Context: an optimization exercise on an open-source flow, tuned for small area. The choices shown serve that exercise and are no tape-out recipe.
In this exercise RTL edits were held to simulation tests only and were not proved equivalent to the original.
No driver is modelled on the clock port, so clock power and skew are understated where the tree is cut down; a real chip needs a root buffer or a tree.

Setup of v22:
## DE1_SoC
module DE1_SoC (CLOCK_50, reset, HEX0, KEY, SW, GPIO_1);
	input  logic CLOCK_50;
	input  logic reset;
	output logic [6:0] HEX0;
	input  logic [3:0] KEY;
	input  logic [1:0] SW;
	output logic [35:0] GPIO_1;
	function automatic logic [3:0] lane_a(input logic [3:0] r);
		logic r6;
		r6 = (r == 4'd6);
		lane_a = {r6, 1'b0, r6, r6 | (r == 4'd7) | (r == 4'd11) | (r == 4'd12) | (r == 4'd13) | (r == 4'd14)};
	endfunction
	function automatic logic [3:0] lane_b(input logic [3:0] r);
		lane_b = {(r == 4'd3) | (r == 4'd7) | (r == 4'd12) | (r == 4'd13) | (r == 4'd14),
		          r == 4'd5, r == 4'd2, r == 4'd1};
	endfunction
	logic [3:0] b0, b1n, pulse;
	always_ff @(posedge CLOCK_50) begin
		b0    <= ~KEY & {4{~reset}};
		b1n   <= ~(b0 & {4{~reset}});
		pulse <= ~b1n & ~b0 & {4{~reset}};
	end
	logic [9:0] cnt;
	logic [3:0] rot;
	logic shift;
	always_comb begin
		case (SW)
			2'd0: shift = &cnt[9:5] & cnt[3];                  
			2'd1: shift = cnt >= 10'd500;
			2'd2: shift = cnt >= 10'd200;
			default: shift = cnt >= 10'd100;
		endcase
	end
	always_ff @(posedge CLOCK_50) begin
		if (reset | shift) cnt <= 10'd0;
		else cnt <= cnt + 10'd1;
		rot <= (rot + {3'b0, shift}) & {4{~reset}};
	end
	logic [3:0] frogRow, frogCol;
	logic hit, mid, vps;
	logic [1:0] ra, rb, ra2;
	assign ra = rot[3:2];
	assign rb = rot[1:0];
	assign ra2 = ra + {1'b0, |rb};    
	logic [3:0] d;
	assign d = frogCol - rot;
	always_comb begin
		case (frogRow)
			4'd1: hit = d == 4'd3;
			4'd2: hit = d == 4'd7;
			4'd3: hit = d == 4'd15;
			4'd5: hit = d == 4'd11;
			4'd6: hit = d == 4'd0 || d == 4'd4 || d == 4'd12;
  ...
export LEC_CHECK = 0
export CAP_MARGIN = 20
export CORE_MARGIN = 2
export CORE_UTILIZATION = 40
export GPL_TIMING_DRIVEN = 0
export PLACE_DENSITY = 0.6
export SLEW_MARGIN = 20
create_clock -name core_clock -period 8.0 [get_ports {CLOCK_50}]
standard.sh (not shown) runs the stock make flow with config.mk's settings and CLKGATE_MAP_FILE= SYNTH_SCRIPT=/design/flow/synth_recipe.tcl, a recipe that flattens the netlist after the stock synthesis.
==> flow/flow/run.sh <==
#!/bin/bash
set -euo pipefail
WORK=$PWD
export BUFFER_PORTS_ARGS="-buffer_cell sky130_fd_sc_hd__buf_1"
export CTS_ARGS="-sink_clustering_enable -repair_clock_nets -dont_use_dummy_load -buf_list sky130_fd_sc_hd__clkbuf_4 -root_buf sky130_fd_sc_hd__clkbuf_4"
export POST_CTS_TCL=$WORK/flow/post_cts.tcl
RES=$WORK/orfs/results/$FLOW_PLATFORM/DE1_SoC/base
JOBS=${NUM_CORES:-4}

# S: the standard synthesis.
bash standard.sh synth > log_1_standard_synth.log 2>&1
cp $RES/1_2_yosys.v $WORK/synth_S.v

export YOSYS=$FLOW_HOME/../tools/install/yosys/bin/yosys
[[ -x $YOSYS ]] || YOSYS=yosys
export RESYN_LIB=$FLOW_HOME/platforms/$FLOW_PLATFORM/lib/sky130_fd_sc_hd__tt_025C_1v80.lib
export RESYN_DONTUSE="$(tr '\n' ' ' < $WORK/flow/dont_use.txt)"
CAND=$WORK/candidates
mkdir -p $CAND

# S, re-mapped.
bash $WORK/flow/resyn_loop.sh $WORK/synth_S.v $CAND/S.v $WORK/resyn_S 1 $JOBS 30 > log_2_resyn_S.log 2>&1 || true
a=$(sed -n 's/^final //p' $WORK/resyn_S/areas.txt 2>/dev/null || true)
[[ -n $a && -s $CAND/S.v ]] && echo "S $a" >> $CAND/areas.txt

# P, one run per deepsyn seed and mapping.
for seed in 1 2 3 4 5 6 7 8; do
  printf '&get -n\n&deepsyn -T 30 -S %s\n&put\nstrash\ndch -f\nmap -a\namap\ntopo\n' $seed > $CAND/P${seed}a.script
  printf '&get -n\n&deepsyn -T 30 -S %s\n&put\nstrash\ndch -f\namap\ntopo\n' $seed > $CAND/P${seed}b.script
  printf '&get -n\n&deepsyn -T 30 -S %s\n&dch -f\n&nf -a -R 1000\n&put\ntopo\n' $seed > $CAND/P${seed}c.script
done
run_p() {
  n=$1
  P_DESIGN=$FLOW_DESIGN P_SCRIPT=$CAND/$n.script P_OUT=$CAND/$n.raw.v timeout 600 $YOSYS -c $WORK/flow/synth_p.tcl > $WORK/log_2_synth_$n.log 2>&1 \
    && python3 $WORK/flow/rename_regs.py $WORK/synth_S.v $CAND/$n.raw.v $CAND/$n.v >> $WORK/log_2_synth_$n.log 2>&1 \
    && echo "$n $(sed -n 's/.*Chip area for module.*: *//p' $CAND/$n.raw.v.stat | tail -1)" >> $CAND/areas.txt
}
export -f run_p
export WORK CAND
ls $CAND/*.script | xargs -n1 basename | sed 's/\.script$//' | xargs -P $JOBS -I{} bash -c 'run_p {}' || true

best=$(sort -k2 -g $CAND/areas.txt 2>/dev/null | head -1 | cut -d' ' -f1 || true)
if [[ -n $best && -s $CAND/$best.v ]]; then
  echo "using $best" >> $CAND/areas.txt
  cp $CAND/$best.v $RES/1_2_yosys.v
  rm -f $RES/1_synth.odb $RES/1_synth.sdc
fi

bash standard.sh > log_3_standard_layout.log 2>&1
Other scripts of this flow, unchanged in this note and not shown: flow/flow/dont_use.txt, flow/flow/post_cts.tcl, flow/flow/rename_regs.py, flow/flow/resyn.tcl, flow/flow/resyn_loop.sh, flow/flow/synth_p.tcl
The following lists how v8 was set up differently from v22:
Settings: CORE_UTILIZATION now 60, was 40; PLACE_DENSITY now 0.8, was 0.6.
--- a/flow/flow/run.sh
+++ b/flow/flow/run.sh
@@ -26,5 +26,14 @@
-# P, one run per deepsyn seed and mapping.
-for seed in 1 2 3 4 5 6 7 8; do
-  printf '&get -n\n&deepsyn -T 30 -S %s\n&put\nstrash\ndch -f\nmap -a\namap\ntopo\n' $seed > $CAND/P${seed}a.script
-  printf '&get -n\n&deepsyn -T 30 -S %s\n&put\nstrash\ndch -f\namap\ntopo\n' $seed > $CAND/P${seed}b.script
-  printf '&get -n\n&deepsyn -T 30 -S %s\n&dch -f\n&nf -a -R 1000\n&put\ntopo\n' $seed > $CAND/P${seed}c.script
+# P, one run per seed.
+seed=1
+for round in 1 2 3; do
+  pids=()
+  for j in $(seq 1 $JOBS); do
+    n=P$seed
+    printf '&get -n\n&deepsyn -T 30 -S %s\n&put\nstrash\ndch -f\nmap -a\namap\ntopo\n' $seed > $CAND/$n.script
+    ( P_DESIGN=$FLOW_DESIGN P_SCRIPT=$CAND/$n.script P_OUT=$CAND/$n.raw.v timeout 600 $YOSYS -c $WORK/flow/synth_p.tcl > log_2_synth_$n.log 2>&1 \
+      && python3 $WORK/flow/rename_regs.py $WORK/synth_S.v $CAND/$n.raw.v $CAND/$n.v >> log_2_synth_$n.log 2>&1 \
+      && echo "$n $(sed -n 's/.*Chip area for module.*: *//p' $CAND/$n.raw.v.stat | tail -1)" >> $CAND/areas.txt ) &
+    pids+=($!)
+    seed=$((seed+1))
+  done
+  wait "${pids[@]}" || true
@@ -32,9 +40,0 @@
-run_p() {
-  n=$1
-  P_DESIGN=$FLOW_DESIGN P_SCRIPT=$CAND/$n.script P_OUT=$CAND/$n.raw.v timeout 600 $YOSYS -c $WORK/flow/synth_p.tcl > $WORK/log_2_synth_$n.log 2>&1 \
-    && python3 $WORK/flow/rename_regs.py $WORK/synth_S.v $CAND/$n.raw.v $CAND/$n.v >> $WORK/log_2_synth_$n.log 2>&1 \
-    && echo "$n $(sed -n 's/.*Chip area for module.*: *//p' $CAND/$n.raw.v.stat | tail -1)" >> $CAND/areas.txt
-}
-export -f run_p
-export WORK CAND
-ls $CAND/*.script | xargs -n1 basename | sed 's/\.script$//' | xargs -P $JOBS -I{} bash -c 'run_p {}' || true
Results
v8: full flow OK, the timing, design-rule and antenna checks passed
The run showing the greater die area is v22.
On fraction of area in clock buffers and inverters, v8 and v22 are neck and neck.
From v22 to v8 the numbers moved as follows: critical path depth shrank by 3, number of placed instances with taps included now smaller, first-pass GRT wire length saw a decrease.
Compare v8 and v22 | relative slew slack higher: v8
Re worst reg2reg path depth: v22 was higher than v8.
Summary — synthesized net count, v8 relative to v22: lower, by 1.3%.
What v28 does differently from v8 at the input level:
Settings: a change of PLACE_DENSITY from 0.8 to 0.6; a change of CORE_UTILIZATION from 60 to 40.
==> summary.txt <==
- Worst-margin pin slew delta for v28 relative to v8: 27 ps lower
- v28 ended with more total buffers and inverters traversed by the critical path than v8.
- Summary — overall routed net length, v28 relative to v8: higher, by 6.1%.
- Compared with v8, v28 shows a finished layout cell area that is 0.66% higher.
- [compare] base=v8 new=v28: instance count on the critical path now sits higher, slack of the worst reg-to-reg path shows a reduction of 50 ps.
- For standard cell core area, dividing the value from v8 by the value from v28 gives 0.66.

## static timing again, ports no longer ideal
The results above use ideal ports. As a check the final layouts listed here were re-extracted and re-timed, cells and wires unchanged. Step 1: set_driving_cell puts a clkbuf_16 on CLOCK_50 and a buf_2 on each other input, an assumption about the parent block. Step 2 also shifts input and output timing later by t, the mid clock arrival at the registers, as if the neighbouring blocks saw the same clock. Slacks: no drivers / after step 1 / after step 2; pairs: no drivers / after step 1.
run	t (ns)	setup slack, ns	worst hold slack (ns)
v22	0.207	4.013 / 3.970 / 4.176	0.334 / 0.334 / 0.334
v8	0.208	4.081 / 4.039 / 4.228	0.375 / 0.375 / 0.375
v28	0.207	4.121 / 4.079 / 4.267	0.378 / 0.378 / 0.378
After both steps setup and hold are still met in every run listed.
